From an optimization exercise on the open Yosys and OpenROAD flow, aimed at small area and few clock cycles; shortcuts taken in it are not production practice. Function was checked by simulation only, so behaviour that the tests miss may differ from the original. No driver is modelled on the clock port, so clock power and skew are understated where the tree is cut down; a real chip needs a root buffer or a tree. Power figures rest on the tool's default switching activity, not on a simulated workload.

Setup of build 63:
==> flow/design.v (excerpt) <==
module data_pipe_nto1 #(
    parameter   DSIZE   = 8,
    parameter   NSIZE   = 8
)(
    input                           clock,
    input                           rst_n,
    input [DSIZE*NSIZE-1:0]         wr_data,
    input                           wr_vld,
    output logic                    wr_ready,
    output logic[DSIZE-1:0]         rd_data,
    output logic                    rd_vld,
    input                           rd_ready
);
Settings: LEC_CHECK=0, CAP_MARGIN=0, CORE_MARGIN=2, CORE_UTILIZATION=70, PLACE_DENSITY=0.85, SLEW_MARGIN=0, SYNTH_HIERARCHICAL=1; clock period 5.0 ns.
standard.sh (not shown) runs the stock make flow with config.mk's settings and CLKGATE_MAP_FILE= SYNTH_SCRIPT=/design/flow/synth_recipe.tcl, a recipe that flattens the netlist after the stock synthesis.
==> flow/flow/run.sh <==
#!/bin/bash
export BUFFER_PORTS_ARGS="-buffer_cell sky130_fd_sc_hd__buf_1"
export CTS_ARGS="-sink_clustering_enable -repair_clock_nets -dont_use_dummy_load -sink_clustering_size 32 -sink_clustering_max_diameter 200 -sink_clustering_levels 1 -buf_list sky130_fd_sc_hd__clkbuf_4 -root_buf sky130_fd_sc_hd__clkbuf_4"
bash standard.sh > standard.log 2>&1
Testbench counts of build 63, summed over its fixed seeds: cycles 25,600.
diff inputs: build 63 => build 73
Settings: CAP_MARGIN now 20, was 0; SLEW_MARGIN now 20, was 0; CORE_UTILIZATION now 40, was 70; PLACE_DENSITY now 0.6, was 0.85.
Results
Looking at number of nets at the end of the flow, build 73 sits 1 higher than build 63 does.
Going from build 63 to build 73, the die area was enlarged.
Build 73: worst-case reg-to-reg path depth is 1 higher than what build 63 reported.
[compare] base=build 63 new=build 73: layout overhead on the synthesized area higher; switching power of the nets -about 2%; final routed wirelength across all metal layers now smaller; final worst-path setup slack now larger.
Detailed-routed wire length on met3 down about 17% in build 73 wrt build 63
What build 12 does differently from build 73 at the input level:
Settings: changing CAP_MARGIN from 20 to 0; changing SLEW_MARGIN from 20 to 0.
[summary]
- Between build 73 and build 12, the clock insertion delay at the later pin of the skew report figures differ only marginally.
- On proportion of power drawn by combinational gates: build 12 sits below build 73.
- Build 12 against build 73; overall power of the completed layout is down slightly.
- Compared to build 73, build 12 leaves more free space in the core.
- All of build 73 and build 12 finish clean.
- Compared with build 73, in build 12 worst setup slack about even, relative max-transition margin shows a reduction of 39 points.
- Final period utilization: build 73 vs build 12, no meaningful difference

---

## run 1
data_pipe_nto1 again, from the RTL that the note above started with.
export LEC_CHECK = 0
export CAP_MARGIN = 0
export CORE_MARGIN = 2
export CORE_UTILIZATION = 40
export PLACE_DENSITY = 0.6
export SLEW_MARGIN = 0
export SYNTH_HIERARCHICAL = 1
create_clock -name core_clock -period 5.0 [get_ports {clock}]
==> flow/flow/run.sh <==
#!/bin/bash
export BUFFER_PORTS_ARGS="-buffer_cell sky130_fd_sc_hd__buf_1"
export PRE_CTS_TCL="$PWD/flow/cts_pre.tcl"
export CLK_ROOT_MASTER=sky130_fd_sc_hd__clkbuf_4
export CLK_LEAF_MASTER=sky130_fd_sc_hd__clkbuf_4
export CLK_GROUPS=6
bash standard.sh > standard.log 2>&1
==> flow/flow/cts_pre.tcl <==
# Sourced by ORFS cts.tcl just before clock_tree_synthesis (PRE_CTS_TCL).
# The design has about 60 clock sinks in a small area, so the clock tree is
# built here as two levels: one root buffer driving a few leaf buffers, each
# leaf at the centroid of a near equal share of the sinks (split by position).
# Every register sees the same number of buffers on its clock path.
# This replaces clock_tree_synthesis for this run.

rename clock_tree_synthesis orfs_clock_tree_synthesis

proc cts_center { iterms } {
  set sx 0
  set sy 0
  foreach it $iterms {
    set bbox [[$it getInst] getBBox]
    set sx [expr { $sx + ([$bbox xMin] + [$bbox xMax]) / 2 }]
    set sy [expr { $sy + ([$bbox yMin] + [$bbox yMax]) / 2 }]
  }
  set n [llength $iterms]
  return [list [expr { $sx / $n }] [expr { $sy / $n }]]
}

proc cts_coord { it axis } {
  set bbox [[$it getInst] getBBox]
  if { $axis == "x" } {
    return [expr { ([$bbox xMin] + [$bbox xMax]) / 2 }]
  }
  return [expr { ([$bbox yMin] + [$bbox yMax]) / 2 }]
}

# split a list of sink pins into n groups of near equal size by position,
# halving the count each time and alternating between y and x
proc cts_split { iterms n axis } {
  if { $n <= 1 } {
    return [list $iterms]
  }
  set keyed {}
  foreach it $iterms {
    lappend keyed [list [cts_coord $it $axis] $it]
  }
  set sorted {}
  foreach k [lsort -integer -index 0 $keyed] {
    lappend sorted [lindex $k 1]
  }
  set n1 [expr { $n / 2 }]
  set n2 [expr { $n - $n1 }]
  set cut [expr { ([llength $sorted] * $n1 + $n / 2) / $n }]
  set next [expr { $axis == "x" ? "y" : "x" }]
  return [concat \
    [cts_split [lrange $sorted 0 [expr { $cut - 1 }]] $n1 $next] \
    [cts_split [lrange $sorted $cut end] $n2 $next]]
}

proc cts_add_buffer { block master name in_net out_net loc } {
  set buf [odb::dbInst_create $block $master $name]
  [$buf findITerm A] connect $in_net
  [$buf findITerm X] connect $out_net
  $buf setLocation [lindex $loc 0] [lindex $loc 1]
  $buf setPlacementStatus PLACED
  return $buf
}

proc clock_tree_synthesis { args } {
  set db [ord::get_db]
  set block [ord::get_db_block]
  set root_master [$db findMaster $::env(CLK_ROOT_MASTER)]
  set leaf_master [$db findMaster $::env(CLK_LEAF_MASTER)]
  set groups $::env(CLK_GROUPS)
  set clk [$block findNet clock]
  set sinks [$clk getITerms]
  puts "clock tree: [llength $sinks] sinks, $groups leaf buffers"

  set root_net [odb::dbNet_create $block clknet_0_clock]
  $root_net setSigType CLOCK
  set i 0
  foreach group [cts_split $sinks $groups y] {
    set leaf_net [odb::dbNet_create $block clknet_1_${i}_clock]
    $leaf_net setSigType CLOCK
    foreach it $group {
      $it disconnect
      $it connect $leaf_net
    }
    cts_add_buffer $block $leaf_master clkbuf_1_${i}_clock $root_net $leaf_net \
      [cts_center $group]
    incr i
  }
  cts_add_buffer $block $root_master clkbuf_0_clock $clk $root_net [cts_center $sinks]
  global_connect
  set_propagated_clock [all_clocks]
}
Testbench counts of run 1, summed over its fixed seeds: cycles 25,600.
For run 2, these inputs were changed with respect to run 1:
Settings: PLACE_DENSITY: 0.6 -> 0.45.
- Every run in the comparison, run 1 and run 2, completed the flow with a clean layout.
- Delta (run 2 minus run 1): total chip power rose about 0.9%; routed wire length rose 290 um; number of filler cells placed in the layout fell about 1.1%; met2 layer wire length in the routed design rose about 14%.
- Comparing run 1 and run 2, relative contribution of the clock network to total power is lower on run 2.
- Run 2 reports a higher highest cell delay on the worst timing path than run 1 does.
- Run 2 ends up with higher internal power than run 1 does.
Input changes introduced in run 3 (baseline for comparison: run 2):
Settings: a change of PLACE_DENSITY from 0.45 to 0.6.
==> flow/flow/run.sh <==
#!/bin/bash
export BUFFER_PORTS_ARGS="-buffer_cell sky130_fd_sc_hd__buf_1"
export PRE_CTS_TCL="$PWD/flow/cts_pre.tcl"
export CLK_ROOT_MASTER=sky130_fd_sc_hd__clkbuf_2
export CLK_LEAF_MASTER=sky130_fd_sc_hd__clkbuf_4
export CLK_GROUPS=5
bash standard.sh > standard.log 2>&1
==> run summary <==
- Power dissipated in the clock network: run 3 better than run 2
- Run 3 against run 2: wire length shows a reduction of 340 um; ratio of total power to cell area shows a reduction of 11 nW/um^2.
- From run 2 to run 3 the numbers moved as follows: total global-route track usage saw a decrease, met3 wire length saw a decrease.
- Re final layout net count: run 2 was higher than run 3.
In every run of this note, the design's own scripts or RTL, not TritonCTS, make the clock network.

## re-timing with driven ports
The flow's constraints put no driver on any port. The routed layouts listed below were extracted and timed again, unchanged, in two steps. Step 1: set_driving_cell puts a clkbuf_16 on clock and a buf_2 on each other input, an assumption about the parent block. Step 2, shift: input delay + t, output delay - t, t = (earliest + latest rising clock arrival at the registers) / 2. This alone moves slack from input paths to output paths. Slacks: ideal ports / drivers / drivers and shift; pairs: ideal ports / drivers.
| run | shift t [ns] | setup slack, ns | worst slew at a driven data input, ns | cell pins on the clock port's net |
|---|---|---|---|---|
| build 63 | 0.387 | 2.227 / 2.201 / 2.033 | 0.04 | 1 |
| build 73 | 0.402 | 2.269 / 2.245 / 2.421 | 0.04 | 1 |
| build 12 | 0.389 | 2.269 / 2.245 / 2.395 | 0.04 | 1 |
| run 1 | 0.390 | 2.259 / 2.234 / 2.382 | 0.04 | 1 |
| run 2 | 0.397 | 1.982 / 1.957 / 2.345 | 0.05 | 1 |
| run 3 | 0.404 | 2.237 / 2.213 / 2.383 | 0.04 | 1 |
After both steps every run listed still meets setup and hold. For build 63, which loses most, drivers alone change the setup slack by -0.026 ns; drivers and shift together by -0.194 ns.
